What follows belongs to an exercise in optimizing a design on an open flow for small area, a short achievable clock period and few clock cycles per item; a production flow would make more cautious choices. No functional check of the RTL was part of any run shown here. No activity file was given, so power comes from the tool's default toggle rates.

==> flow/design.v <==
module single_divider (Clk, a_in, d_in, q_out, r_out);
input Clk;
input [7:0] a_in, d_in;
output [7:0] q_out, r_out;
wire [0:0] x0 = a_in[7:7];
wire [0:0] g_0 = ~x0 & d_in[0:0];
wire [0:0] t_0 = ~(x0 ^ d_in[0:0]);
wire [1:0] b_0 = {g_0[0], 1'b0};
wire ge_0 = (d_in[7:1] == 0) && !b_0[1];
wire [0:0] r1 = x0 ^ ({1{ge_0}} & (d_in[0:0] ^ b_0[0:0]));
wire [0:0] qq1 = {ge_0};
wire [6:0] aa1 = a_in[6:0];
wire [1:0] x1 = {r1, aa1[6:6]};
wire [1:0] g_1 = ~x1 & d_in[1:0];
wire [1:0] t_1 = ~(x1 ^ d_in[1:0]);
wire G1_1_1 = g_1[1] | (t_1[1] & g_1[0]);
wire T1_1_1 = t_1[1] & t_1[0];
wire [2:0] b_1 = {G1_1_1, g_1[0], 1'b0};
wire ge_1 = (d_in[7:2] == 0) && !b_1[2];
wire [1:0] r2 = x1 ^ ({2{ge_1}} & (d_in[1:0] ^ b_1[1:0]));
wire [1:0] qq2 = {qq1, ge_1};
wire [5:0] aa2 = aa1[5:0];
wire [2:0] x2 = {r2, aa2[5:5]};
wire [2:0] g_2 = ~x2 & d_in[2:0];
wire [2:0] t_2 = ~(x2 ^ d_in[2:0]);
wire G2_1_1 = g_2[1] | (t_2[1] & g_2[0]);
wire T2_1_1 = t_2[1] & t_2[0];
wire G2_2_2 = g_2[2] | (t_2[2] & G2_1_1);
wire T2_2_2 = t_2[2] & T2_1_1;
wire [3:0] b_2 = {G2_2_2, G2_1_1, g_2[0], 1'b0};
wire ge_2 = (d_in[7:3] == 0) && !b_2[3];
wire [2:0] r3 = x2 ^ ({3{ge_2}} & (d_in[2:0] ^ b_2[2:0]));
wire [2:0] qq3 = {qq2, ge_2};
wire [4:0] aa3 = aa2[4:0];
reg [2:0] r_p1;
always @(posedge Clk) r_p1 <= r3;
reg [4:0] a_p1;
always @(posedge Clk) a_p1 <= aa3;
reg [2:0] q_p1;
always @(posedge Clk) q_p1 <= qq3;
reg [7:0] d_p1;
always @(posedge Clk) d_p1 <= d_in;
wire [3:0] x3 = {r_p1, a_p1[4:4]};
wire [3:0] g_3 = ~x3 & d_p1[3:0];
wire [3:0] t_3 = ~(x3 ^ d_p1[3:0]);
wire G3_1_1 = g_3[1] | (t_3[1] & g_3[0]);
wire T3_1_1 = t_3[1] & t_3[0];
wire G3_1_3 = g_3[3] | (t_3[3] & g_3[2]);
wire T3_1_3 = t_3[3] & t_3[2];
wire G3_2_2 = g_3[2] | (t_3[2] & G3_1_1);
wire T3_2_2 = t_3[2] & T3_1_1;
wire G3_2_3 = G3_1_3 | (T3_1_3 & G3_1_1);
wire T3_2_3 = T3_1_3 & T3_1_1;
wire [4:0] b_3 = {G3_2_3, G3_2_2, G3_1_1, g_3[0], 1'b0};
wire ge_3 = (d_p1[7:4] == 0) && !b_3[4];
wire [3:0] r4 = x3 ^ ({4{ge_3}} & (d_p1[3:0] ^ b_3[3:0]));
wire [3:0] qq4 = {q_p1, ge_3};
wire [3:0] aa4 = a_p1[3:0];
wire [4:0] x4 = {r4, aa4[3:3]};
wire [4:0] g_4 = ~x4 & d_p1[4:0];
wire [4:0] t_4 = ~(x4 ^ d_p1[4:0]);
wire G4_1_1 = g_4[1] | (t_4[1] & g_4[0]);
wire T4_1_1 = t_4[1] & t_4[0];
wire G4_1_3 = g_4[3] | (t_4[3] & g_4[2]);
wire T4_1_3 = t_4[3] & t_4[2];
wire G4_2_2 = g_4[2] | (t_4[2] & G4_1_1);
wire T4_2_2 = t_4[2] & T4_1_1;
wire G4_2_3 = G4_1_3 | (T4_1_3 & G4_1_1);
wire T4_2_3 = T4_1_3 & T4_1_1;
wire G4_4_4 = g_4[4] | (t_4[4] & G4_2_3);
wire T4_4_4 = t_4[4] & T4_2_3;
wire [5:0] b_4 = {G4_4_4, G4_2_3, G4_2_2, G4_1_1, g_4[0], 1'b0};
wire ge_4 = (d_p1[7:5] == 0) && !b_4[5];
wire [4:0] r5 = x4 ^ ({5{ge_4}} & (d_p1[4:0] ^ b_4[4:0]));
wire [4:0] qq5 = {qq4, ge_4};
wire [2:0] aa5 = aa4[2:0];
wire [5:0] x5 = {r5, aa5[2:2]};
wire [5:0] g_5 = ~x5 & d_p1[5:0];
wire [5:0] t_5 = ~(x5 ^ d_p1[5:0]);
wire G5_1_1 = g_5[1] | (t_5[1] & g_5[0]);
wire T5_1_1 = t_5[1] & t_5[0];
wire G5_1_3 = g_5[3] | (t_5[3] & g_5[2]);
wire T5_1_3 = t_5[3] & t_5[2];
wire G5_1_5 = g_5[5] | (t_5[5] & g_5[4]);
wire T5_1_5 = t_5[5] & t_5[4];
wire G5_2_2 = g_5[2] | (t_5[2] & G5_1_1);
wire T5_2_2 = t_5[2] & T5_1_1;
wire G5_2_3 = G5_1_3 | (T5_1_3 & G5_1_1);
wire T5_2_3 = T5_1_3 & T5_1_1;
wire G5_4_4 = g_5[4] | (t_5[4] & G5_2_3);
wire T5_4_4 = t_5[4] & T5_2_3;
wire G5_4_5 = G5_1_5 | (T5_1_5 & G5_2_3);
wire T5_4_5 = T5_1_5 & T5_2_3;
wire [6:0] b_5 = {G5_4_5, G5_4_4, G5_2_3, G5_2_2, G5_1_1, g_5[0], 1'b0};
wire ge_5 = (d_p1[7:6] == 0) && !b_5[6];
wire [5:0] r6 = x5 ^ ({6{ge_5}} & (d_p1[5:0] ^ b_5[5:0]));
wire [5:0] qq6 = {qq5, ge_5};
wire [1:0] aa6 = aa5[1:0];
reg [5:0] r_p2;
always @(posedge Clk) r_p2 <= r6;
reg [1:0] a_p2;
always @(posedge Clk) a_p2 <= aa6;
reg [5:0] q_p2;
always @(posedge Clk) q_p2 <= qq6;
reg [7:0] d_p2;
always @(posedge Clk) d_p2 <= d_p1;
wire [6:0] x6 = {r_p2, a_p2[1:1]};
wire [6:0] g_6 = ~x6 & d_p2[6:0];
wire [6:0] t_6 = ~(x6 ^ d_p2[6:0]);
wire G6_1_1 = g_6[1] | (t_6[1] & g_6[0]);
wire T6_1_1 = t_6[1] & t_6[0];
wire G6_1_3 = g_6[3] | (t_6[3] & g_6[2]);
wire T6_1_3 = t_6[3] & t_6[2];
wire G6_1_5 = g_6[5] | (t_6[5] & g_6[4]);
wire T6_1_5 = t_6[5] & t_6[4];
wire G6_2_2 = g_6[2] | (t_6[2] & G6_1_1);
wire T6_2_2 = t_6[2] & T6_1_1;
wire G6_2_3 = G6_1_3 | (T6_1_3 & G6_1_1);
wire T6_2_3 = T6_1_3 & T6_1_1;
wire G6_2_6 = g_6[6] | (t_6[6] & G6_1_5);
wire T6_2_6 = t_6[6] & T6_1_5;
wire G6_4_4 = g_6[4] | (t_6[4] & G6_2_3);
wire T6_4_4 = t_6[4] & T6_2_3;
wire G6_4_5 = G6_1_5 | (T6_1_5 & G6_2_3);
wire T6_4_5 = T6_1_5 & T6_2_3;
wire G6_4_6 = G6_2_6 | (T6_2_6 & G6_2_3);
wire T6_4_6 = T6_2_6 & T6_2_3;
wire [7:0] b_6 = {G6_4_6, G6_4_5, G6_4_4, G6_2_3, G6_2_2, G6_1_1, g_6[0], 1'b0};
wire ge_6 = (d_p2[7:7] == 0) && !b_6[7];
wire [6:0] r7 = x6 ^ ({7{ge_6}} & (d_p2[6:0] ^ b_6[6:0]));
wire [6:0] qq7 = {q_p2, ge_6};
wire [0:0] aa7 = a_p2[0:0];
wire [7:0] x7 = {r7, aa7[0:0]};
wire [7:0] g_7 = ~x7 & d_p2[7:0];
wire [7:0] t_7 = ~(x7 ^ d_p2[7:0]);
wire G7_1_1 = g_7[1] | (t_7[1] & g_7[0]);
wire T7_1_1 = t_7[1] & t_7[0];
wire G7_1_3 = g_7[3] | (t_7[3] & g_7[2]);
wire T7_1_3 = t_7[3] & t_7[2];
wire G7_1_5 = g_7[5] | (t_7[5] & g_7[4]);
wire T7_1_5 = t_7[5] & t_7[4];
wire G7_1_7 = g_7[7] | (t_7[7] & g_7[6]);
wire T7_1_7 = t_7[7] & t_7[6];
wire G7_2_2 = g_7[2] | (t_7[2] & G7_1_1);
wire T7_2_2 = t_7[2] & T7_1_1;
wire G7_2_3 = G7_1_3 | (T7_1_3 & G7_1_1);
wire T7_2_3 = T7_1_3 & T7_1_1;
wire G7_2_6 = g_7[6] | (t_7[6] & G7_1_5);
wire T7_2_6 = t_7[6] & T7_1_5;
wire G7_2_7 = G7_1_7 | (T7_1_7 & G7_1_5);
wire T7_2_7 = T7_1_7 & T7_1_5;
wire G7_4_4 = g_7[4] | (t_7[4] & G7_2_3);
wire T7_4_4 = t_7[4] & T7_2_3;
wire G7_4_5 = G7_1_5 | (T7_1_5 & G7_2_3);
wire T7_4_5 = T7_1_5 & T7_2_3;
wire G7_4_6 = G7_2_6 | (T7_2_6 & G7_2_3);
wire T7_4_6 = T7_2_6 & T7_2_3;
wire G7_4_7 = G7_2_7 | (T7_2_7 & G7_2_3);
wire T7_4_7 = T7_2_7 & T7_2_3;
wire [8:0] b_7 = {G7_4_7, G7_4_6, G7_4_5, G7_4_4, G7_2_3, G7_2_2, G7_1_1, g_7[0], 1'b0};
wire ge_7 = 1'b1 && !b_7[8];
wire [7:0] r8 = x7 ^ ({8{ge_7}} & (d_p2[7:0] ^ b_7[7:0]));
wire [7:0] qq8 = {qq7, ge_7};
assign q_out = qq8;
assign r_out = r8;
endmodule
`timescale 1 ns / 100 ps
module Out_of_Order_divider (clk, rst, start, memory_write_complete, dd_addr, dd_data, qr_we, qr_addr, qr_data);
input clk, rst, start;
output memory_write_complete;
output [4:0] dd_addr;
input [15:0] dd_data;
output qr_we;
output [4:0] qr_addr;
output [15:0] qr_data;
reg [5:0] cnt;
reg run;
wire last = run && (cnt == 6'd33);
always @(posedge clk, posedge rst)
begin
  if (rst) begin
    cnt <= 6'd0;
    run <= 1'b0;
  end else if (last) begin
    cnt <= 6'd0;
    run <= 1'b0;
  end else if (start || run) begin
    cnt <= cnt + 6'd1;
    run <= 1'b1;
  end
end
wire [5:0] wcnt = cnt - 6'd2;
assign dd_addr = cnt[4:0];
assign qr_we = run && (cnt >= 6'd2);
assign qr_addr = wcnt[4:0];
assign memory_write_complete = last;
single_divider divider (.Clk(clk), .a_in(dd_data[15:8]), .d_in(dd_data[7:0]), .q_out(qr_data[15:8]), .r_out(qr_data[7:0]));
endmodule
==> flow/flow/run.sh <==
#!/bin/bash
# The standard layout, with every input and output port buffered by a
# sky130_fd_sc_hd__buf_1 instead of the resizer's default choice.
set -euo pipefail
bash standard.sh BUFFER_PORTS_ARGS="-buffer_cell sky130_fd_sc_hd__buf_1" ADDER_MAP_FILE= finish > standard.log 2>&1
==> flow/standard.sh <==
#!/bin/bash
# synth_recipe.tcl (not shown) runs the flow's synth.tcl, then flattens the netlist and writes it again
# the make line also repeats each setting of config.mk as NAME=value (left out here)
make -C /OpenROAD-flow-scripts/flow DESIGN_CONFIG=/design/flow/config.mk WORK_HOME=/design/flow/orfs CLKGATE_MAP_FILE= SYNTH_SCRIPT=/design/flow/synth_recipe.tcl "${@:-finish}"
==> flow/config.mk <==
export PLATFORM = sky130hd
export DESIGN_NAME = Out_of_Order_divider
export DESIGN_NICKNAME = Out_of_Order_divider
export VERILOG_FILES = /design/flow/design.v
export SDC_FILE = /design/flow/constraint.sdc
export NUM_CORES = 4
export LEC_CHECK = 0
export CAP_MARGIN = 20
export CORE_MARGIN = 2
export CORE_UTILIZATION = 40
export PLACE_DENSITY = 0.6
export SLEW_MARGIN = 20
==> flow/constraint.sdc <==
create_clock -name core_clock -period 6.0 [get_ports {clk}]
set_input_delay 1.2000 -clock core_clock [delete_from_list [all_inputs] [get_ports {clk}]]
set_output_delay 1.2000 -clock core_clock [all_outputs]
set_load 0.01 [all_outputs]
==> results of run 1 <==
==> stage by stage <==
| step | hold WS, ps | instances | worst slack (ps) | power [mW] |
|---|---|---|---|---|
| 3_5_place_dp | 312.1 | 557 | 432.5 | 0.8348 |
| 3_3_place_gp | 311.6 | 557 | 575.8 | 0.8239 |
| 5_1_grt | 339.0 | 565 | 19.01 | 1.114 |
| 2_1_floorplan | 309.6 | 429 | 1066 | 0.7620 |
| 4_1_cts | 332.7 | 565 | 86.33 | 1.039 |
| 6_report | 332.2 | 565 | 484.9 | 1.033 |
==> power by group <==
group	total, mW	switching [mW]	internal, mW
clock network	0.201	0.107	0.0943
registers	0.425	0.0664	0.359
logic	0.407	0.233	0.174
total	1.03	0.406	0.627
==> registers in the layout, indices dropped and copies added, names as in the netlist <==
register	count
divider.d_p1	8
divider.d_p2	8
cnt	6
divider.q_p2	6
divider.r_p2	6
divider.a_p1	5
divider.q_p1	3
divider.r_p1	3
divider.a_p2	2
run	1
==> cell families after synthesis <==
kind of cell	after synthesis	share of synthesized area
compound gates	108	0.2500
xor+xnor	45	0.1135
fa+ha+maj	8	0.02306
buf+inv	54	0.07925
flops	48	0.2867
mux	4	0.01153
simple gates	162	0.2360
==> worst max path at each step <==
stage	endpoint	cells past startpoint	start	slack [ps]
after detailed placement	qr_data[1]	15	divider.a_p2[1]	430
after floorplan	qr_data[1]	16	divider.a_p2[1]	1070
final	qr_data[1]	15	divider.d_p2[1]	480
after global placement	qr_data[1]	15	divider.a_p2[1]	580
after CTS	qr_data[1]	15	divider.a_p2[1]	90
after global routing	qr_data[1]	15	divider.d_p2[1]	20
==> area by class of cell <==
cell class / instances / area (um^2) / share of cell area
clock buffer: 6 / 82.58 / 0.02204
clock inverter: 2 / 13.76 / 0.003673
inverter: 30 / 118.9 / 0.03172
multi-input combinational: 327 / 2223 / 0.5933
sequential: 48 / 997.2 / 0.2661
tap: 105 / 131.4 / 0.03506
timing repair buffer: 47 / 180.2 / 0.04808
==> critical path, cell delays in order, from the launching register on <==
cell,delay [ps]
dfxtp_1,490
clkinvlp_4,250
a21o_1,230
a21boi_0,250
a311oi_1,250
or3_4,480
a41oi_1,290
nand4b_1,180
o2111ai_1,140
nand3_1,140
maj3_1,460
o221ai_4,300
o21ai_1,110
o211ai_1,110
xor2_1,160
buf_1,160
==> cell usage in the layout (no fill, tap or decap), drive strengths merged, types with 7 or more instances in the layout <==
cell type | synthesis | final
a21oi | 9 | 9
a31oi | 8 | 8
buf | 16 | 47
dfrtp | 7 | 7
dfxtp | 41 | 41
inv | 29 | 30
maj3 | 8 | 8
nand2 | 46 | 46
nand2b | 8 | 8
nand3 | 12 | 12
nor2 | 37 | 37
nor2b | 13 | 13
nor3 | 14 | 14
o21ai | 24 | 24
o31ai | 8 | 8
xnor2 | 28 | 28
xor2 | 17 | 17
==> layer usage <==
metal / vias up / GRT usage
met5: - / 0
met4: 0 / 0.07584
met3: 18 / 0.02374
met2: 73 / 0.2874
met1: 1447 / 0.2177
li1: 1582 / -
==> summary.md, run 1 <==
| Metric | Value |
|---|---|
| Top-count cell post-synth | nand2_1 |
| CTS clk-pin slew, worst paths | 80 ps |
| Hold path endpoint | divider.a_p2[1] |
| Layout cells sized above 1 | 0.08696 |
| Met3 routed WL | 276 um |
| CP required | 4800 ps |
| Nets | 478 |
| R2r startpoint | divider.d_p1[1] |
| Area grow syn2layout | 7.889% |
| Post-CTS Setup Inserts | 0 |
| Number of flops mapped to enable cells by yosys | 0 |
| Vias in the first global route | 3024 |
| Detailed-route DRC error count | 0 |
| Ys Warns | 2 |
| Top-area cell type share of the netlist area | 0.2363 |
| Fill count | 848 |
| WS Path Type | reg -> out |
| Post-DRT Antenna Nets | 0 |
| Yosys top cell by area | dfxtp_1 |
| Peak supply drop | 0.1170 mV |
| RSZ-0062 raised after global routing | no |
| Num rows | 33 |
| F_max | 0.1813 GHz |
| Worst reg-to-reg path cell count | 16 |
| Register area share after synthesis | 0.2867 |
| Worst endpoint data arrival time | 4320 ps |
| Tcrit/Tclk final | 0.9192 |
| CP max FO | 10 |
| Slew Viols, Final | 0 |
| Hold path cells | 0 |
| Num ports | 47 |
| CP Launch Type | flop |
| Utilization after layout | 0.4515 |
| Die H | 97.19 um |
| Measured slew at the worst slew-check pin | 770.4 ps |
| Initial Utilization | 0.4185 |
| Cell area after synthesis | 0.003473 mm^2 |
| PwrDens | 275.6 mW/mm^2 |
| FF-to-FF End | divider.r_p2[1] |
| DR WL/cell | 14.05 um |
| Port Buffers | 46 |
| Drt first pass iters | 4 |
| Pleak | 1.444 nW |
| Htree depth | 2 |
| CORE AREA | 0.008299 mm^2 |
| CTS Root Cell | clkbuf_8 |
| R2r setup slk | 1330 ps |
| Die X | 97.19 um |
| Synth Net Count | 448 |
| DR top layer | met4 |
| Async S/R FF share, synth | 0.1458 |
| Clock Tree Buf Depth | 2 |
| Min-Delay Startpoint | divider.a_p1[1] |
| Synth Register Bits | 48 |
| Status | complete, no violations |
| Vias per cell | 5.522 |
| Max-Cap Viols | 0 |
| Final min period | 5515 ps |
| Placed cell areas | 0.003625 mm^2 |
| Setup TNS | 0 ps |
| Post-Route Skew | 9.637 ps |
| Diode count | 0 |
| Met2 Wirelength | 3.748 mm |
| Total track usage | 0.1710 |
| Worst skew pair latency | 300 ps |
| Endpoint class of the critical path | output port |
| Clock sinks | 48 |
| Hold buffer count at CTS | 0 |
| Final Hold Fails | 0 |
| # setup viols final | 0 |
| 1st-iter DRT viols | 140 |
| Wl on met1 | 3.700 mm |
| GRT overflow | 0 |
| Most frequent cells after synthesis | nand2_1, dfxtp_1, nor2_1 |
| Drt total wl | 7.938 mm |
| Number of CTS-inserted buffers | 5 |
| Synth cell types | 78 |
| Die ar. | 0.009445 mm^2 |
| Worst min-delay path class | reg -> reg |
| RePlAce Congestion | 0.8823 |
| DR vias | 3120 |
| Post_cts resized | 0 |
| Post-route design area | 0.003747 mm^2 |
| Mapped Cells | 429 |
| First-pass GRT wire length | 13.83 mm |
| Initial antenna violation count | 0 |
| Headroom to the max-slew limit | 0.4817 |
| Top_reg_cell synth | dfxtp_1 |
| Largest net degree at the start of global routing | 18 |
| HPWL after detailed placement | 6.159 mm |
| Mean Syn Cell Area | 8.096 um^2 |
| Synth area leaders | dfxtp_1, xnor2_1, dfrtp_1 |
| CTS tree | done |
==> inputs of run 2 (changes only) <==
--- a/flow/design.v
+++ b/flow/design.v
@@ -3,33 +3,39 @@
 input [7:0] a_in, d_in;
 output [7:0] q_out, r_out;
 wire [0:0] x0 = a_in[7:7];
-wire [0:0] g_0 = ~x0 & d_in[0:0];
-wire [0:0] t_0 = ~(x0 ^ d_in[0:0]);
-wire [1:0] b_0 = {g_0[0], 1'b0};
+wire [1:0] b_0;
+wire [0:0] df_0;
+assign b_0[0] = 1'b0;
+assign df_0[0] = x0[0] ^ d_in[0] ^ b_0[0];
+assign b_0[1] = (~x0[0] & d_in[0]) | (~(x0[0] ^ d_in[0]) & b_0[0]);
 wire ge_0 = (d_in[7:1] == 0) && !b_0[1];
-wire [0:0] r1 = x0 ^ ({1{ge_0}} & (d_in[0:0] ^ b_0[0:0]));
+wire [0:0] r1 = ge_0 ? df_0 : x0;
 wire [0:0] qq1 = {ge_0};
 wire [6:0] aa1 = a_in[6:0];
 wire [1:0] x1 = {r1, aa1[6:6]};
-wire [1:0] g_1 = ~x1 & d_in[1:0];
-wire [1:0] t_1 = ~(x1 ^ d_in[1:0]);
-wire G1_1_1 = g_1[1] | (t_1[1] & g_1[0]);
-wire T1_1_1 = t_1[1] & t_1[0];
-wire [2:0] b_1 = {G1_1_1, g_1[0], 1'b0};
+wire [2:0] b_1;
+wire [1:0] df_1;
+assign b_1[0] = 1'b0;
+assign df_1[0] = x1[0] ^ d_in[0] ^ b_1[0];
+assign b_1[1] = (~x1[0] & d_in[0]) | (~(x1[0] ^ d_in[0]) & b_1[0]);
+assign df_1[1] = x1[1] ^ d_in[1] ^ b_1[1];
+assign b_1[2] = (~x1[1] & d_in[1]) | (~(x1[1] ^ d_in[1]) & b_1[1]);
 wire ge_1 = (d_in[7:2] == 0) && !b_1[2];
-wire [1:0] r2 = x1 ^ ({2{ge_1}} & (d_in[1:0] ^ b_1[1:0]));
+wire [1:0] r2 = ge_1 ? df_1 : x1;
 wire [1:0] qq2 = {qq1, ge_1};
 wire [5:0] aa2 = aa1[5:0];
 wire [2:0] x2 = {r2, aa2[5:5]};
-wire [2:0] g_2 = ~x2 & d_in[2:0];
-wire [2:0] t_2 = ~(x2 ^ d_in[2:0]);
-wire G2_1_1 = g_2[1] | (t_2[1] & g_2[0]);
-wire T2_1_1 = t_2[1] & t_2[0];
-wire G2_2_2 = g_2[2] | (t_2[2] & G2_1_1);
-wire T2_2_2 = t_2[2] & T2_1_1;
-wire [3:0] b_2 = {G2_2_2, G2_1_1, g_2[0], 1'b0};
+wire [3:0] b_2;
+wire [2:0] df_2;
+assign b_2[0] = 1'b0;
+assign df_2[0] = x2[0] ^ d_in[0] ^ b_2[0];
+assign b_2[1] = (~x2[0] & d_in[0]) | (~(x2[0] ^ d_in[0]) & b_2[0]);
+assign df_2[1] = x2[1] ^ d_in[1] ^ b_2[1];
+assign b_2[2] = (~x2[1] & d_in[1]) | (~(x2[1] ^ d_in[1]) & b_2[1]);
+assign df_2[2] = x2[2] ^ d_in[2] ^ b_2[2];
+assign b_2[3] = (~x2[2] & d_in[2]) | (~(x2[2] ^ d_in[2]) & b_2[2]);
 wire ge_2 = (d_in[7:3] == 0) && !b_2[3];
-wire [2:0] r3 = x2 ^ ({3{ge_2}} & (d_in[2:0] ^ b_2[2:0]));
+wire [2:0] r3 = ge_2 ? df_2 : x2;
 wire [2:0] qq3 = {qq2, ge_2};
 wire [4:0] aa3 = aa2[4:0];
 reg [2:0] r_p1;
@@ -74,9 +80,17 @@
 wire [4:0] r5 = x4 ^ ({5{ge_4}} & (d_p1[4:0] ^ b_4[4:0]));
 wire [4:0] qq5 = {qq4, ge_4};
 wire [2:0] aa5 = aa4[2:0];
-wire [5:0] x5 = {r5, aa5[2:2]};
-wire [5:0] g_5 = ~x5 & d_p1[5:0];
-wire [5:0] t_5 = ~(x5 ^ d_p1[5:0]);
+reg [4:0] r_p2;
+always @(posedge Clk) r_p2 <= r5;
+reg [2:0] a_p2;
+always @(posedge Clk) a_p2 <= aa5;
+reg [4:0] q_p2;
+always @(posedge Clk) q_p2 <= qq5;
+reg [7:0] d_p2;
+always @(posedge Clk) d_p2 <= d_p1;
+wire [5:0] x5 = {r_p2, a_p2[2:2]};
+wire [5:0] g_5 = ~x5 & d_p2[5:0];
+wire [5:0] t_5 = ~(x5 ^ d_p2[5:0]);
 wire G5_1_1 = g_5[1] | (t_5[1] & g_5[0]);
 wire T5_1_1 = t_5[1] & t_5[0];
 wire G5_1_3 = g_5[3] | (t_5[3] & g_5[2]);
@@ -92,19 +106,11 @@
 wire G5_4_5 = G5_1_5 | (T5_1_5 & G5_2_3);
 wire T5_4_5 = T5_1_5 & T5_2_3;
 wire [6:0] b_5 = {G5_4_5, G5_4_4, G5_2_3, G5_2_2, G5_1_1, g_5[0], 1'b0};
-wire ge_5 = (d_p1[7:6] == 0) && !b_5[6];
-wire [5:0] r6 = x5 ^ ({6{ge_5}} & (d_p1[5:0] ^ b_5[5:0]));
-wire [5:0] qq6 = {qq5, ge_5};
-wire [1:0] aa6 = aa5[1:0];
-reg [5:0] r_p2;
-always @(posedge Clk) r_p2 <= r6;
-reg [1:0] a_p2;
-always @(posedge Clk) a_p2 <= aa6;
-reg [5:0] q_p2;
-always @(posedge Clk) q_p2 <= qq6;
-reg [7:0] d_p2;
-always @(posedge Clk) d_p2 <= d_p1;
-wire [6:0] x6 = {r_p2, a_p2[1:1]};
+wire ge_5 = (d_p2[7:6] == 0) && !b_5[6];
+wire [5:0] r6 = x5 ^ ({6{ge_5}} & (d_p2[5:0] ^ b_5[5:0]));
+wire [5:0] qq6 = {q_p2, ge_5};
+wire [1:0] aa6 = a_p2[1:0];
+wire [6:0] x6 = {r6, aa6[1:1]};
 wire [6:0] g_6 = ~x6 & d_p2[6:0];
 wire [6:0] t_6 = ~(x6 ^ d_p2[6:0]);
 wire G6_1_1 = g_6[1] | (t_6[1] & g_6[0]);
@@ -128,11 +134,19 @@
 wire [7:0] b_6 = {G6_4_6, G6_4_5, G6_4_4, G6_2_3, G6_2_2, G6_1_1, g_6[0], 1'b0};
 wire ge_6 = (d_p2[7:7] == 0) && !b_6[7];
 wire [6:0] r7 = x6 ^ ({7{ge_6}} & (d_p2[6:0] ^ b_6[6:0]));
-wire [6:0] qq7 = {q_p2, ge_6};
-wire [0:0] aa7 = a_p2[0:0];
-wire [7:0] x7 = {r7, aa7[0:0]};
-wire [7:0] g_7 = ~x7 & d_p2[7:0];
-wire [7:0] t_7 = ~(x7 ^ d_p2[7:0]);
+wire [6:0] qq7 = {qq6, ge_6};
+wire [0:0] aa7 = aa6[0:0];
+reg [6:0] r_p3;
+always @(posedge Clk) r_p3 <= r7;
+reg [0:0] a_p3;
+always @(posedge Clk) a_p3 <= aa7;
+reg [6:0] q_p3;
+always @(posedge Clk) q_p3 <= qq7;
+reg [7:0] d_p3;
+always @(posedge Clk) d_p3 <= d_p2;
+wire [7:0] x7 = {r_p3, a_p3[0:0]};
+wire [7:0] g_7 = ~x7 & d_p3[7:0];
+wire [7:0] t_7 = ~(x7 ^ d_p3[7:0]);
 wire G7_1_1 = g_7[1] | (t_7[1] & g_7[0]);
 wire T7_1_1 = t_7[1] & t_7[0];
 wire G7_1_3 = g_7[3] | (t_7[3] & g_7[2]);
@@ -159,10 +173,14 @@
 wire T7_4_7 = T7_2_7 & T7_2_3;
 wire [8:0] b_7 = {G7_4_7, G7_4_6, G7_4_5, G7_4_4, G7_2_3, G7_2_2, G7_1_1, g_7[0], 1'b0};
 wire ge_7 = 1'b1 && !b_7[8];
-wire [7:0] r8 = x7 ^ ({8{ge_7}} & (d_p2[7:0] ^ b_7[7:0]));
-wire [7:0] qq8 = {qq7, ge_7};
-assign q_out = qq8;
-assign r_out = r8;
+wire [7:0] r8 = x7 ^ ({8{ge_7}} & (d_p3[7:0] ^ b_7[7:0]));
+wire [7:0] qq8 = {q_p3, ge_7};
+reg [7:0] r_p4;
+always @(posedge Clk) r_p4 <= r8;
+reg [7:0] q_p4;
+always @(posedge Clk) q_p4 <= qq8;
+assign q_out = q_p4;
+assign r_out = r_p4;
 endmodule
 `timescale 1 ns / 100 ps
 module Out_of_Order_divider (clk, rst, start, memory_write_complete, dd_addr, dd_data, qr_we, qr_addr, qr_data);
@@ -175,7 +193,7 @@
 output [15:0] qr_data;
 reg [5:0] cnt;
 reg run;
-wire last = run && (cnt == 6'd33);
+wire last = run && (cnt == 6'd35);
 always @(posedge clk, posedge rst)
 begin
   if (rst) begin
@@ -189,9 +207,9 @@
     run <= 1'b1;
   end
 end
-wire [5:0] wcnt = cnt - 6'd2;
+wire [5:0] wcnt = cnt - 6'd4;
 assign dd_addr = cnt[4:0];
-assign qr_we = run && (cnt >= 6'd2);
+assign qr_we = run && (cnt >= 6'd4);
 assign qr_addr = wcnt[4:0];
 assign memory_write_complete = last;
 single_divider divider (.Clk(clk), .a_in(dd_data[15:8]), .d_in(dd_data[7:0]), .q_out(qr_data[15:8]), .r_out(qr_data[7:0]));
==> run 2 against run 1 <==
  * Still clean on timing, DRC and antenna
  * Largest cell class unchanged
  * Non-clock buffer count is 1 lower
  * Sequential power up 67%
  * Global-route usage is 3.1 points lower
==> summary.md, run 2 <==
| Metric | Value |
|---|---|
| Num rows | 35 (was 33) |
| Clock sinks | 86 (was 48) |
| RePlAce Congestion | 0.8721 (was 0.8823) |
| Crit-path leading delay family | compound AO/OA/AOI/OAI gates (unchanged) |
| CTS Root Cell | clkbuf_8 (unchanged) |
| Async S/R FF share, synth | 0.08140 (was 0.1458) |
| Most used cell, CP | o21ai_1 |
| Yosys top cell by area | dfxtp_1 (unchanged) |
| Post-DRT Antenna Nets | 0 (unchanged) |
| Status | complete, no violations (unchanged) |
| Total track usage | 0.1398 (was 0.1710) |
| CTS tree | done (unchanged) |
| Placed cell areas | 0.003939 mm^2 (was 0.003625 mm^2) |
| Register area share after synthesis | 0.4713 (was 0.2867) |
| Worst min-delay path class | reg -> reg (unchanged) |
| Headroom to the max-slew limit | 0.4891 (was 0.4817) |
| Die ar. | 0.01011 mm^2 (was 0.009445 mm^2) |
| Worst endpoint data arrival time | 3770 ps (was 4320 ps) |
| Final Instance Count excl. Fillers | 544 (was 565) |
| WS Path Type | reg -> reg (was reg -> out) |
| Area of the multi-input gates | 0.001773 mm^2 (was 0.002223 mm^2) |
| DR WL/cell | 12.15 um (was 14.05 um) |
| Setup TNS | 0 ps (unchanged) |
| Nets | 447 (was 478) |
| Synth Register Bits | 86 (was 48) |
| Layout cells sized above 1 | 0.08545 (was 0.08696) |
| Final min period | 3524 ps (was 5515 ps) |
| CP required | 6250 ps (was 4800 ps) |
| Endpoint class of the critical path | flop (was output port) |
| RSZ-0062 raised after global routing | no (unchanged) |
| Total power | 1.509 mW (was 1.033 mW) |
| Pleak | 1.582 nW (was 1.444 nW) |
| Tcrit/Tclk final | 0.5873 (was 0.9192) |
| Vias in the first global route | 2600 (was 3024) |
| CP max FO | 10 (unchanged) |
| DR vias | 2768 (was 3120) |
| Number of flops mapped to enable cells by yosys | 0 (unchanged) |
| Ys Warns | 2 (unchanged) |
| Mean Syn Cell Area | 9.631 um^2 (was 8.096 um^2) |
| Mapped Cells | 387 (was 429) |
| Crit path max-delay cell type | dfxtp_1 (unchanged) |
| Port Buffers | 46 (unchanged) |
| 1st-iter DRT viols | 89 (was 140) |
| Htree depth | 3 (was 2) |
| Max-Cap Viols | 0 (unchanged) |
| Post-Route Skew | 7.780 ps (was 9.637 ps) |
| Final Hold Fails | 0 (unchanged) |
| Die X | 100.5 um (was 97.19 um) |
| CORE AREA | 0.009153 mm^2 (was 0.008299 mm^2) |
| Sequential Area | 0.001757 mm^2 (was 997.2 um^2) |
| Slew Viols, Final | 0 (unchanged) |
| Post-CTS Setup Inserts | 0 (unchanged) |
| Synth Net Count | 406 (was 448) |
| Worst skew pair latency | 360 ps (was 300 ps) |
| Synth area leaders | dfxtp_1, xnor2_1, dfrtp_1 (unchanged) |
| Number of CTS-inserted buffers | 9 (was 5) |
| Measured slew at the worst slew-check pin | 760.5 ps (was 770.4 ps) |
| Clock Tree Buf Depth | 2 (unchanged) |
| Slowest cell delay on critical path | 530 ps (was 490 ps) |
| F_max | 0.2838 GHz (was 0.1813 GHz) |
| Diode count | 0 (unchanged) |
| First-pass GRT wire length | 11.21 mm (was 13.83 mm) |
| CP Launch Type | flop (unchanged) |
| Most frequent cells after synthesis | dfxtp_1, xnor2_1, inv_1 (was nand2_1, dfxtp_1, nor2_1) |
| # setup viols final | 0 (unchanged) |
| Commonest non-fill, non-tap cells in the layout | dfxtp_1, buf_1, xnor2_1 (was nand2_1, buf_1, dfxtp_1) |
| Top_reg_cell synth | dfxtp_1 (unchanged) |
| Peak supply drop | 0.1450 mV (was 0.1170 mV) |
| Die H | 100.5 um (was 97.19 um) |
| Commonest non-fill, non-tap cell in the layout | dfxtp_1 |
| Initial antenna violation count | 0 (unchanged) |
| PwrDens | 362.1 mW/mm^2 (was 275.6 mW/mm^2) |
| Top-count cell post-synth | dfxtp_1 (was nand2_1) |
| Fill count | 879 (was 848) |
| Vias per cell | 5.088 (was 5.522) |
| CTS clk-pin slew, worst paths | 90 ps (was 80 ps) |
| CP cell instances | and2b_4 > o21ai_0 > a31oi_1 > a31oi_4 > o2111a_1 > nor3_2 > o21ai_1 > a2111o_1 > a311oi_4 > o21ai_1 > xor2_1 (was clkinvlp_4 > a21o_1 > a21boi_0 > a311oi_1 > or3_4 > a41oi_1 > nand4b_1 > o2111ai_1 > nand3_1 > maj3_1 > o221ai_4 > o21ai_1 > o211ai_1 > xor2_1 > buf_1) |
| Hold WS | 331.1 ps (was 332.2 ps) |
| Hold buffer count at CTS | 0 (unchanged) |
| Cell area after synthesis | 0.003727 mm^2 (was 0.003473 mm^2) |
| HPWL after detailed placement | 5.014 mm (was 6.159 mm) |
| CP bufs+invs | 0 (was 2) |
| Post-route design area | 0.004167 mm^2 (was 0.003747 mm^2) |
| Drt total wl | 6.607 mm (was 7.938 mm) |
| Cell count after placement | 528 (was 557) |
| Initial Utilization | 0.4072 (was 0.4185) |
| Post_cts resized | 0 (unchanged) |
| Synth cell types | 64 (was 78) |
| Area grow syn2layout | 11.78% (was 7.889%) |
| Num ports | 47 (unchanged) |
| GRT overflow | 0 (unchanged) |
| Largest net degree at the start of global routing | 17 (was 18) |
| Drt first pass iters | 4 (unchanged) |
| Top-area cell type share of the netlist area | 0.4243 (was 0.2363) |
| Detailed-route DRC error count | 0 (unchanged) |
-- run 2: path summary, 6_finish.rpt --
path	startpoint	end	slack, ps	cells past startpoint
max in group asynchronous	rst	run	5060	2
min in group asynchronous	rst	cnt[1]	730	2
worst min register to register	divider.q_p3[2]	divider.q_p4[3]	330	0
worst min-delay path	divider.q_p3[2]	divider.q_p4[3]	330	0
worst max register to register	divider.d_p2[0]	divider.r_p3[5]	2480	11
worst max-delay path	divider.d_p2[0]	divider.r_p3[5]	2480	11
-- run 2: power by group --
part | switching (mW) | internal, mW
sequential | 0.0637 | 0.646
clock | 0.216 | 0.240
combinational | 0.190 | 0.152
total | 0.470 | 1.04
-- run 2: area by class of cell --
type	count	area share
inverters	26	0.02342
clock inverters	7	0.02492
well taps	111	0.03333
clock buffers	9	0.02973
flip-flops and latches	86	0.4216
multi-input cells	259	0.4255
repair buffers	46	0.04144
-- run 2: through the flow --
stage          utilization  worst slack, ps
6_report            0.4552             2476
4_1_cts             0.4552             2458
2_1_floorplan            -             2568
3_3_place_gp        0.4303             2370
3_5_place_dp        0.4303             2246
5_1_grt             0.4552             2140
-- run 2: worst register-to-register path: stages (launching register included) --
cell and delay (ps):
dfxtp_1 530, and2b_4 240, o21ai_0 110, a31oi_1 510, a31oi_4 210, o2111a_1 210
nor3_2 270, o21ai_1 160, a2111o_1 460, a311oi_4 420, o21ai_1 140, xor2_1 160
-- run 2: kinds of logic after synthesis --
logic type / after synthesis / synth area share
AO/OA/AOI/OAI: 89 / 0.1746
XOR/XNOR: 45 / 0.1057
adder cells (fa/ha/maj): 13 / 0.03692
buffers and inverters: 42 / 0.05304
flip-flops: 86 / 0.4713
multiplexers: 1 / 0.002686
AND/OR/NAND/NOR: 111 / 0.1558
-- run 2: per-layer routing --
layer	vias to the layer above	GRT usage	part of all wire
li1	1425	-	-
met1	1260	0.1581	0.44
met2	60	0.2354	0.48
met3	23	0.04300	0.042
met4	0	0.07587	0.036
met5	-	0	0
==> inputs of run 3 (changes only) <==
--- a/flow/design.v
+++ b/flow/design.v
@@ -192,24 +192,19 @@
 output [4:0] qr_addr;
 output [15:0] qr_data;
 reg [5:0] cnt;
-reg run;
-wire last = run && (cnt == 6'd35);
+wire last = cnt[5] && (cnt[1:0] == 2'd3);
 always @(posedge clk, posedge rst)
 begin
-  if (rst) begin
+  if (rst)
     cnt <= 6'd0;
-    run <= 1'b0;
-  end else if (last) begin
+  else if (last)
     cnt <= 6'd0;
-    run <= 1'b0;
-  end else if (start || run) begin
+  else if (start || cnt != 6'd0)
     cnt <= cnt + 6'd1;
-    run <= 1'b1;
-  end
 end
 wire [5:0] wcnt = cnt - 6'd4;
 assign dd_addr = cnt[4:0];
-assign qr_we = run && (cnt >= 6'd4);
+assign qr_we = (cnt >= 6'd4);
 assign qr_addr = wcnt[4:0];
 assign memory_write_complete = last;
 single_divider divider (.Clk(clk), .a_in(dd_data[15:8]), .d_in(dd_data[7:0]), .q_out(qr_data[15:8]), .r_out(qr_data[7:0]));
==> flow/flow/run.sh (replaced) <==
#!/bin/bash
set -euo pipefail
bash standard.sh BUFFER_PORTS_ARGS="-buffer_cell sky130_fd_sc_hd__buf_1" ADDER_MAP_FILE= CTS_ARGS="-sink_clustering_enable -repair_clock_nets -dont_use_dummy_load" finish > standard.log 2>&1
--- a/flow/config.mk
+++ b/flow/config.mk
@@ -5,8 +5,10 @@
 export SDC_FILE = /design/flow/constraint.sdc
 export NUM_CORES = 4
 export LEC_CHECK = 0
+export ABC_AREA = 1
 export CAP_MARGIN = 20
 export CORE_MARGIN = 2
 export CORE_UTILIZATION = 40
 export PLACE_DENSITY = 0.6
+export SETUP_SLACK_MARGIN = 2.8
 export SLEW_MARGIN = 20
==> run 3 against run 2 <==
  * Critical path depth rose by 1
  * Final cell count rose by 17%
  * Sequential cell count fell by 1
  * Critical path type is now in -> reg
  * Critical endpoint is now divider.r_p1[0]
==> summary.md, run 3 <==
| Metric | Value |
|---|---|
| Status | complete, no violations (unchanged) |
| Die ar. | 0.009940 mm^2 (was 0.01011 mm^2) |
| Post-synthesis xor/xnor area fraction | 0.04542 (was 0.1057) |
| HPWL after detailed placement | 4.867 mm (was 5.014 mm) |
| Simple-gate area share of the yosys netlist | 0.3251 (was 0.1558) |
| Crit-path leading delay family | simple AND/OR/NAND/NOR gates (was compound AO/OA/AOI/OAI gates) |
| Post-DRT Antenna Nets | 0 (unchanged) |
| Synth Net Count | 500 (was 406) |
| Max-Cap Viols | 0 (unchanged) |
| Post_cts resized | 0 (unchanged) |
| Die X | 99.70 um (was 100.5 um) |
| Yosys top cell by area | dfxtp_1 (unchanged) |
| Detailed-route DRC error count | 0 (unchanged) |
| Peak supply drop | 0.1118 mV (was 0.1450 mV) |
| Commonest non-fill, non-tap cell in the layout | nand2_1 (was dfxtp_1) |
| Ys Warns | 2 (unchanged) |
| Pleak | 1.951 nW (was 1.582 nW) |
| Drt total wl | 6.119 mm (was 6.607 mm) |
| CP max FO | 6 (was 10) |
| Synth cell types | 39 (was 64) |
| Largest family of logic cells by synthesized area | simple AND/OR/NAND/NOR gates (was compound AO/OA/AOI/OAI gates) |
| First-pass GRT wire length | 10.76 mm (was 11.21 mm) |
| Htree depth | 3 (unchanged) |
| Top-area cell type share of the netlist area | 0.4317 (was 0.4243) |
| Number of CTS-inserted buffers | 9 (unchanged) |
| CP required | 6220 ps (was 6250 ps) |
| Total track usage | 0.1330 (was 0.1398) |
| Die H | 99.70 um (was 100.5 um) |
| CORE AREA | 0.008806 mm^2 (was 0.009153 mm^2) |
| Port Buffers | 46 (unchanged) |
| F_max | 0.3530 GHz (was 0.2838 GHz) |
| CP bufs+invs | 2 (was 0) |
| PwrDens | 319.7 mW/mm^2 (was 362.1 mW/mm^2) |
| Slowest cell delay on critical path | 510 ps (was 530 ps) |
| Slew Viols, Final | 0 (unchanged) |
| Number of flops mapped to enable cells by yosys | 0 (unchanged) |
| CP Launch Type | primary input (was flop) |
| Hold WS | 306.5 ps (was 331.1 ps) |
| Worst min-delay path class | reg -> reg (unchanged) |
| RePlAce Congestion | 0.8482 (was 0.8721) |
| Layout cells sized above 1 | 0.08885 (was 0.08545) |
| Most frequent cells after synthesis | nand2_1, dfxtp_1, inv_1 (was dfxtp_1, xnor2_1, inv_1) |
| Async S/R FF share, synth | 0.07059 (was 0.08140) |
| CTS tree | done (unchanged) |
| Most used cell, CP | nand2_1 (was o21ai_1) |
| Vias per cell | 4.706 (was 5.088) |
| Hold buffer count at CTS | 0 (unchanged) |
| Nets | 550 (was 447) |
| Cell area after synthesis | 0.003664 mm^2 (was 0.003727 mm^2) |
| Post-CTS Setup Inserts | 0 (unchanged) |
| Top-count cell post-synth | nand2_1 (was dfxtp_1) |
| Measured slew at the worst slew-check pin | 608.0 ps (was 760.5 ps) |
| Num rows | 34 (was 35) |
| CTS clk-pin slew, worst paths | 100 ps (was 90 ps) |
| DR vias | 2998 (was 2768) |
| Synth Register Bits | 85 (was 86) |
| Worst endpoint data arrival time | 3060 ps (was 3770 ps) |
| WS Path Type | in -> reg (was reg -> reg) |
| Final min period | 2833 ps (was 3524 ps) |
| CP cell instances | buf_1 > nor3_1 > nand2_1 > nor2_1 > inv_1 > o311ai_0 > and2_1 > nor2_1 > nand2_1 > nand2_1 > o21ai_0 > o21ai_0 (was and2b_4 > o21ai_0 > a31oi_1 > a31oi_4 > o2111a_1 > nor3_2 > o21ai_1 > a2111o_1 > a311oi_4 > o21ai_1 > xor2_1) |
| 1st-iter DRT viols | 100 (was 89) |
| Area grow syn2layout | 10.35% (was 11.78%) |
| Post-Route Skew | 31.94 ps (was 7.780 ps) |
| Post-Synth Adder-Cell Area | 0 (was 0.03693) |
| Mapped Cells | 481 (was 387) |
| DR WL/cell | 9.606 um (was 12.15 um) |
| Endpoint class of the critical path | flop (unchanged) |
| Largest net degree at the start of global routing | 20 (was 17) |
| Crit path max-delay cell type | o311ai_0 (was dfxtp_1) |
| Headroom to the max-slew limit | 0.5947 (was 0.4891) |
| Final Hold Fails | 0 (unchanged) |
| Tcrit/Tclk final | 0.4721 (was 0.5873) |
| Setup TNS | 0 ps (unchanged) |
| GRT overflow | 0 (unchanged) |
| Initial Utilization | 0.4160 (was 0.4072) |
| Clock Tree Buf Depth | 2 (unchanged) |
| Num ports | 47 (unchanged) |
| Top_reg_cell synth | dfxtp_1 (unchanged) |
| CTS Root Cell | clkbuf_8 (unchanged) |
| RSZ-0062 raised after global routing | no (unchanged) |
| Proportion of synthesized area in mux cells | 0 (was 0.002685) |
| Diode count | 0 (unchanged) |
| Complex-gate fraction of the synthesized area | 0.07480 (was 0.1746) |
| Register area share after synthesis | 0.4727 (was 0.4713) |
| Commonest non-fill, non-tap cells in the layout | nand2_1, dfxtp_1, inv_1 (was dfxtp_1, buf_1, xnor2_1) |
| Clock sinks | 85 (was 86) |
| Synth area leaders | dfxtp_1, nand2_1, nand3_1 (was dfxtp_1, xnor2_1, dfrtp_1) |
| Drt first pass iters | 4 (unchanged) |
| Initial antenna violation count | 0 (unchanged) |
| # setup viols final | 0 (unchanged) |
| Worst skew pair latency | 350 ps (was 360 ps) |
| Vias in the first global route | 2651 (was 2600) |
| Mean Syn Cell Area | 7.616 um^2 (was 9.631 um^2) |
[run 3: cell count changes after synthesis, moves of 9 or more]
| cell | previous run | this run |
|---|---|---|
| a21oi_1 | 20 | 11 |
| inv_1 | 26 | 57 |
| inv_2 | 0 | 9 |
| nand2_1 | 23 | 127 |
| nand2_2 | 0 | 9 |
| nand3_1 | 8 | 49 |
| nor2_1 | 22 | 42 |
| nor2b_1 | 9 | 0 |
| xnor2_1 | 32 | 5 |
[run 3: layout make-up]
class	instances	area [um^2]
multi-input combinational	323	1632
inverter	66	247.7
clock buffer	9	123.9
sequential	85	1732
fill	900	4763
timing repair buffer	46	172.7
tap	108	135.1
[run 3: kinds of logic after synthesis]
| logic type | after synthesis |
|---|---|
| DFF | 85 |
| AOI/OAI and AO/OA | 41 |
| buffers and inverters | 73 |
| and+or+nand+nor | 263 |
| xor gates and xnor gates | 19 |
[run 3: layer usage]
metal / global-route usage / up-vias / part of all wire
li1: - / 1609 / -
met1: 0.1467 / 1341 / 0.45
met2: 0.2412 / 39 / 0.50
met3: 0.04006 / 9 / 0.036
met4: 0.04742 / 0 / 0.015
met5: 0 / - / 0
[run 3: path summary, 6_finish.rpt]
| path | startpoint | to | slack (ps) | depth (start not counted) |
|---|---|---|---|---|
| hold reg to reg | divider.q_p3[4] | divider.q_p4[5] | 310 | 0 |
| setup / recovery | dd_data[4] | divider.r_p1[0] | 3170 | 12 |
| setup reg to reg | divider.d_p1[0] | divider.r_p2[0] | 3610 | 10 |
| min in group asynchronous | rst | cnt[4] | 710 | 2 |
| hold / removal | divider.q_p3[4] | divider.q_p4[5] | 310 | 0 |
| max in group asynchronous | rst | cnt[2] | 5080 | 2 |
[run 3: where the power goes]
| group | leakage (nW) | switching (mW) | internal (mW) | total [mW] |
|---|---|---|---|---|
| Combinational | 1.16 | 0.198 | 0.116 | 0.314 |
| Sequential | 0.731 | 0.0471 | 0.632 | 0.679 |
| Clock | 0.0647 | 0.165 | 0.134 | 0.299 |
[run 3: through the flow]
step	worst slack, ps	instance area (um^2)	utilization	std cells	power [mW]
4_1_cts	3177	4043	0.4591	637	1.311
5_1_grt	2878	4043	0.4591	637	1.386
3_5_place_dp	2830	3919	0.4450	628	1.010
2_1_floorplan	3221	3664	-	481	0.9534
6_report	3167	4043	0.4591	637	1.292
3_3_place_gp	2940	3919	0.4450	628	1.001

-- separate check: timing with driven ports --
The flow's constraints put no driver on any port. The routed layouts listed below were extracted and timed again, unchanged, in two steps. Step 1 assumes that a clkbuf_16 drives the clock port and a buf_2 every other input. Step 2 adds t to the input delays and takes it off the output delays; t is the mean of the earliest and latest rising clock arrival at the registers after step 1. Input paths then give back, and output paths get back, about the clock's delay inside the block. a / b / c = ideal ports / drivers / drivers and shift; a / b = the first two.
| run | t, ns | slack for setup (ns) | latest minus earliest clock arrival (ns) | worst data-port slew with drivers (ns) |
|---|---|---|---|---|
| run 1 | 0.322 | 0.485 / 0.457 / 0.779 | 0.009 / 0.010 | 0.04 |
| run 2 | 0.386 | 2.476 / 2.476 / 2.214 | 0.008 / 0.008 | 0.03 |
| run 3 | 0.370 | 3.167 / 3.181 / 2.810 | 0.033 / 0.033 | 0.04 |
After both steps every run listed still meets setup and hold. For run 3, which loses most, drivers alone change the setup slack by +0.014 ns; drivers and shift together by -0.357 ns.
